This design comes from an exercise in tuning for small area on the open sky130 flow, not from production work. In this exercise RTL edits were held to simulation tests only and were not proved equivalent to the original. Power and IR drop assume default switching activity.

// audio_generator_12b_unsigned
module audio_generator_12b_unsigned (Clock, nStart, Select, Out);
	input Clock, nStart;
	input [11:0] Select;
	output reg [11:0] Out;
	reg run;
	always @(posedge Clock, negedge nStart)
		if (!nStart) run <= 1'b0;
		else run <= 1'b1;
	reg [6:0] e;
	wire [6:0] e_next;
	always @(posedge Clock) e <= e_next;
	wire [11:0] cy;
	phase_carry pc (e, cy);
	reg [12:0] d0;	 
	reg h0, u0;	 
	reg [5:0] j0;	 
	wire [12:0] d0_next;
	wire h0_next, u0_next;
	wire [5:0] j0_next;
	always @(posedge Clock) begin
		d0 <= d0_next;
		h0 <= h0_next;
		u0 <= u0_next;
		j0 <= j0_next;
	end
	wire [11:0] op0;
	wire cr0;
	tone_term t0 (Select[0], h0, u0, j0, op0, cr0);
	reg [12:0] d1;	 
	reg h1, u1;	 
	reg [5:0] j1;	 
	wire [12:0] d1_next;
	wire h1_next, u1_next;
	wire [5:0] j1_next;
	always @(posedge Clock) begin
		d1 <= d1_next;
		h1 <= h1_next;
		u1 <= u1_next;
		j1 <= j1_next;
	end
	wire [11:0] op1;
	wire cr1;
	tone_term t1 (Select[1], h1, u1, j1, op1, cr1);
	reg [12:0] d2;	 
	reg h2, u2;	 
	reg [5:0] j2;	 
	wire [12:0] d2_next;
	wire h2_next, u2_next;
	wire [5:0] j2_next;
	always @(posedge Clock) begin
		d2 <= d2_next;
		h2 <= h2_next;
		u2 <= u2_next;
		j2 <= j2_next;
	end
	wire [11:0] op2;
	wire cr2;
	tone_term t2 (Select[2], h2, u2, j2, op2, cr2);
	reg [12:0] d3;	 
	reg h3, u3;	 
	reg [5:0] j3;	 
	wire [12:0] d3_next;
	wire h3_next, u3_next;
  ...
export LEC_CHECK = 0
export ABC_AREA = 1
export CAP_MARGIN = 20
export CORE_MARGIN = 2
export CORE_UTILIZATION = 40
export CTS_BUF_LIST = sky130_fd_sc_hd__clkbuf_4
export SLEW_MARGIN = 20
create_clock -name core_clock -period 20.0 [get_ports {Clock}]
run.sh (not shown) runs the stock make flow with config.mk's settings and CLKGATE_MAP_FILE= SYNTH_SCRIPT=/design/flow/synth_recipe.tcl, a recipe that flattens the netlist after the stock synthesis.
==> next run, changes <==
==> flow/flow/run.sh (new file) <==
#!/bin/bash
# Own layout flow: the standard ORFS flow (standard.sh) with these changes:
# - synthesis: ABC maps the logic with an area-oriented script
#   (flow/abc_area_nf.script) and Yosys extracts only full adders (no half
#   adders) before ABC; registers, flattening and renaming are unchanged;
# - CTS and port buffering use the arguments in flow/extra_args.txt (one
#   make variable assignment per line, e.g. smaller clock buffers).
# Each tool's output goes to orfs/logs as in the standard flow; make's own
# output goes to flow_make.log here.
set -euo pipefail
W=$(pwd)
F=$W/flow
sed -e 's|^\( *\)extract_fa {\*}\[dont_use_extract_fa_args\]|\1extract_fa -fa|' \
    -e "s|^\( *\)log_cmd abc {\*}\$abc_args|\1log_cmd abc {*}[lreplace \$abc_args 1 1 $F/abc_area_nf.script]|" \
    "$FLOW_HOME/scripts/synth.tcl" > "$W/synth_area.tcl"
grep -q "extract_fa -fa" "$W/synth_area.tcl"
grep -q "abc_area_nf.script" "$W/synth_area.tcl"
sed -e "s|source \$::env(SCRIPTS_DIR)/synth.tcl|source $W/synth_area.tcl|" "$W/synth_recipe.tcl" > "$W/synth_recipe_area.tcl"
grep -q "synth_area.tcl" "$W/synth_recipe_area.tcl"
sed -e "s|SYNTH_SCRIPT=[^ ]*|SYNTH_SCRIPT=$W/synth_recipe_area.tcl|" "$W/standard.sh" > "$W/standard_area.sh"
grep -q "synth_recipe_area.tcl" "$W/standard_area.sh"
ARGS=()
if [[ -f "$F/extra_args.txt" ]]; then
  while IFS= read -r line; do
    [[ -z "$line" || "$line" == \#* ]] && continue
    ARGS+=("$line")
  done < "$F/extra_args.txt"
fi
bash "$W/standard_area.sh" "${ARGS[@]}" finish > "$W/flow_make.log" 2>&1
==> flow/flow/abc_area_nf.script (new file) <==
strash; &get -n; &dch; &nf -R 1000; &put; topo
==> flow/flow/extra_args.txt (new file) <==
CTS_ARGS=-sink_clustering_enable -repair_clock_nets -dont_use_dummy_load -buf_list sky130_fd_sc_hd__clkbuf_4 -sink_clustering_size 10 -sink_clustering_max_diameter 35
BUFFER_PORTS_ARGS=-buffer_cell sky130_fd_sc_hd__buf_1
==> flow/standard.sh (new file) <==
#!/bin/bash
# synth_recipe.tcl (not shown) runs the flow's synth.tcl, then flattens the netlist and writes it again
# the make line also repeats each setting of config.mk as NAME=value (left out here)
make -C /OpenROAD-flow-scripts/flow DESIGN_CONFIG=/design/flow/config.mk WORK_HOME=/design/flow/orfs CLKGATE_MAP_FILE= SYNTH_SCRIPT=/design/flow/synth_recipe.tcl "${@:-finish}"
Settings changed: CTS_BUF_LIST sky130_fd_sc_hd__clkbuf_4 to not set.
removed: flow/run.sh
What happened: Worst hold slack gets worse by 0.024 ns; clock power decreases by 40%; synthesized area decreases by 16%; wire length decreases by 7.0%; first-iteration DRC count increases by 31%; sequential power hardly moves; clock-buffer cell count decreases by 60.
==> next run, changes <==
==> flow/run.sh (new file) <==
#!/bin/bash
# synth_recipe.tcl (not shown) runs the flow's synth.tcl, then flattens the netlist and writes it again
# the make line also repeats each setting of config.mk as NAME=value (left out here)
make -C /OpenROAD-flow-scripts/flow DESIGN_CONFIG=/design/flow/config.mk WORK_HOME=/design/flow/orfs CLKGATE_MAP_FILE= SYNTH_SCRIPT=/design/flow/synth_recipe.tcl finish
Settings changed: CTS_BUF_LIST set to sky130_fd_sc_hd__clkbuf_8, CTS_CLUSTER_DIAMETER set to 60, CTS_CLUSTER_SIZE set to 20.
removed: flow/flow/run.sh
removed: flow/flow/abc_area_nf.script
removed: flow/flow/extra_args.txt
removed: flow/standard.sh
The changed run ran to the end with no violations.
Wire length rose by 6.6%.
Setup slack improved by 0.48 ns.
Clock power grows by 38%.
Die area came out higher by 19%.
Fmax rises by 3.9%.
Power went up by 4.6%.
Hold slack improved by 0.028 ns.
Cell count grows by 27%.
Clock-buffer cell count drops by 24.
Sequential power hardly moves.
Non-clock buffer count goes down by 10.
==> next run, changes <==
==> flow/flow/run.sh (new file) <==
#!/bin/bash
# Own layout flow: the standard ORFS flow, with one change in synthesis:
# ABC maps the logic with an area-oriented script (flow/abc_area_nf.script)
# and Yosys extracts only full adders (no half adders) before ABC.
# Everything else (registers, flattening, renaming, floorplan, placement,
# CTS, routing, finish) is the standard flow as standard.sh runs it.
set -euo pipefail
W=$(pwd)
F=$W/flow
# synthesis script: ORFS's synth.tcl with the two changes above
sed -e 's|^\( *\)extract_fa {\*}\[dont_use_extract_fa_args\]|\1extract_fa -fa|' \
    -e "s|^\( *\)log_cmd abc {\*}\$abc_args|\1log_cmd abc {*}[lreplace \$abc_args 1 1 $F/abc_area_nf.script]|" \
    "$FLOW_HOME/scripts/synth.tcl" > "$W/synth_area.tcl"
grep -q "extract_fa -fa" "$W/synth_area.tcl"
grep -q "abc_area_nf.script" "$W/synth_area.tcl"
# The standard flow's synthesis wrapper, sourcing the script above instead of synth.tcl
sed -e "s|source \$::env(SCRIPTS_DIR)/synth.tcl|source $W/synth_area.tcl|" "$W/synth_recipe.tcl" > "$W/synth_recipe_area.tcl"
grep -q "synth_area.tcl" "$W/synth_recipe_area.tcl"
# The standard.sh with the synthesis wrapper swapped
sed -e "s|SYNTH_SCRIPT=[^ ]*|SYNTH_SCRIPT=$W/synth_recipe_area.tcl|" "$W/standard.sh" > "$W/standard_area.sh"
grep -q "synth_recipe_area.tcl" "$W/standard_area.sh"
bash "$W/standard_area.sh" > "$W/flow_make.log" 2>&1
==> flow/flow/abc_area_nf.script (new file) <==
strash; &get -n; &dch; &nf -R 1000; &put; topo
==> flow/standard.sh (new file) <==
#!/bin/bash
# synth_recipe.tcl (not shown) runs the flow's synth.tcl, then flattens the netlist and writes it again
# the make line also repeats each setting of config.mk as NAME=value (left out here)
make -C /OpenROAD-flow-scripts/flow DESIGN_CONFIG=/design/flow/config.mk WORK_HOME=/design/flow/orfs CLKGATE_MAP_FILE= SYNTH_SCRIPT=/design/flow/synth_recipe.tcl "${@:-finish}"
Settings changed: CTS_BUF_LIST sky130_fd_sc_hd__clkbuf_8 to not set, CTS_CLUSTER_DIAMETER 60 to not set, CTS_CLUSTER_SIZE 20 to not set.
removed: flow/run.sh
The changed run completed with no timing, DRC or antenna violations; routed wire length went down by 4.0%; core utilization went up by 1.7 points; register-to-register slack degrades by 1.2 ns; setup slack degrades by 1.2 ns; hold slack degrades by 0.026 ns; power went up by 10%; global-route usage went up by 2.8 points; clock-buffer cell count went up by 8; combinational power went up by 6.9%; die area went down by 16%.
==> next run, changes <==
==> flow/flow/run.sh (replaced) <==
#!/bin/bash
# Own layout flow: the standard ORFS flow (standard.sh) with these changes:
# - synthesis: ABC maps the logic with an area-oriented script
#   (flow/abc_area_nf.script) and Yosys extracts only full adders (no half
#   adders) before ABC; registers, flattening and renaming are unchanged;
# - CTS and port buffering use the arguments in flow/extra_args.txt (one
#   make variable assignment per line, e.g. smaller clock buffers).
# Each tool's output goes to orfs/logs as in the standard flow; make's own
# output goes to flow_make.log here.
set -euo pipefail
W=$(pwd)
F=$W/flow
sed -e 's|^\( *\)extract_fa {\*}\[dont_use_extract_fa_args\]|\1extract_fa -fa|' \
    -e "s|^\( *\)log_cmd abc {\*}\$abc_args|\1log_cmd abc {*}[lreplace \$abc_args 1 1 $F/abc_area_nf.script]|" \
    "$FLOW_HOME/scripts/synth.tcl" > "$W/synth_area.tcl"
grep -q "extract_fa -fa" "$W/synth_area.tcl"
grep -q "abc_area_nf.script" "$W/synth_area.tcl"
sed -e "s|source \$::env(SCRIPTS_DIR)/synth.tcl|source $W/synth_area.tcl|" "$W/synth_recipe.tcl" > "$W/synth_recipe_area.tcl"
grep -q "synth_area.tcl" "$W/synth_recipe_area.tcl"
sed -e "s|SYNTH_SCRIPT=[^ ]*|SYNTH_SCRIPT=$W/synth_recipe_area.tcl|" "$W/standard.sh" > "$W/standard_area.sh"
grep -q "synth_recipe_area.tcl" "$W/standard_area.sh"
ARGS=()
if [[ -f "$F/extra_args.txt" ]]; then
  while IFS= read -r line; do
    [[ -z "$line" || "$line" == \#* ]] && continue
    ARGS+=("$line")
  done < "$F/extra_args.txt"
fi
bash "$W/standard_area.sh" "${ARGS[@]}" finish > "$W/flow_make.log" 2>&1
==> flow/flow/extra_args.txt (new file) <==
CTS_ARGS=-sink_clustering_enable -repair_clock_nets -dont_use_dummy_load -buf_list sky130_fd_sc_hd__clkbuf_8 -sink_clustering_size 20 -sink_clustering_max_diameter 50
BUFFER_PORTS_ARGS=-buffer_cell sky130_fd_sc_hd__buf_2
After rerunning: The new run completed without violations. Total power goes down by 10%. Synthesized cell count does not change. Wire length falls by 2.2%. Area after synthesis does not change. Clock-buffer cell count goes down by 2. Clock skew is higher by 0.083 ns. Setup slack improved by 0.55 ns. Non-clock buffer count came out higher by 2. Sequential share of layout area came out higher by 0.53 points. Via count falls by 0.34%. Final area drops by 2.4%.

[re-timing with driven ports]
The flow's constraints put no driver on any port. The routed layouts listed below were extracted and timed again, unchanged, in two steps. Step 1 sets driving cells, clkbuf_16 on the clock port and buf_2 on the other inputs (assumed; they add their load-dependent delay and slew). Step 2, shift: input delay + t, output delay - t, t = (earliest + latest rising clock arrival at the registers) / 2. This alone moves slack from input paths to output paths. Three values: ideal ports, drivers, drivers and shift; two values: the first two.
run	t (ns)	setup slack, ns	worst data-port slew with drivers (ns)	cell pins on the clock port's net
the first run	0.911	7.667 / 7.700 / 6.789	0.07	1
the second run	0.812	7.051 / 7.044 / 6.232	0.05	1
the third run	0.736	7.533 / 7.559 / 6.823	0.07	1
the fourth run	0.661	6.288 / 6.305 / 5.644	0.06	1
the fifth run	0.631	6.837 / 6.845 / 6.214	0.05	1
After both steps every run listed still meets setup and hold. The setup slack of the first run, which loses most, moves by +0.033 ns with the drivers and by -0.878 ns with both steps.
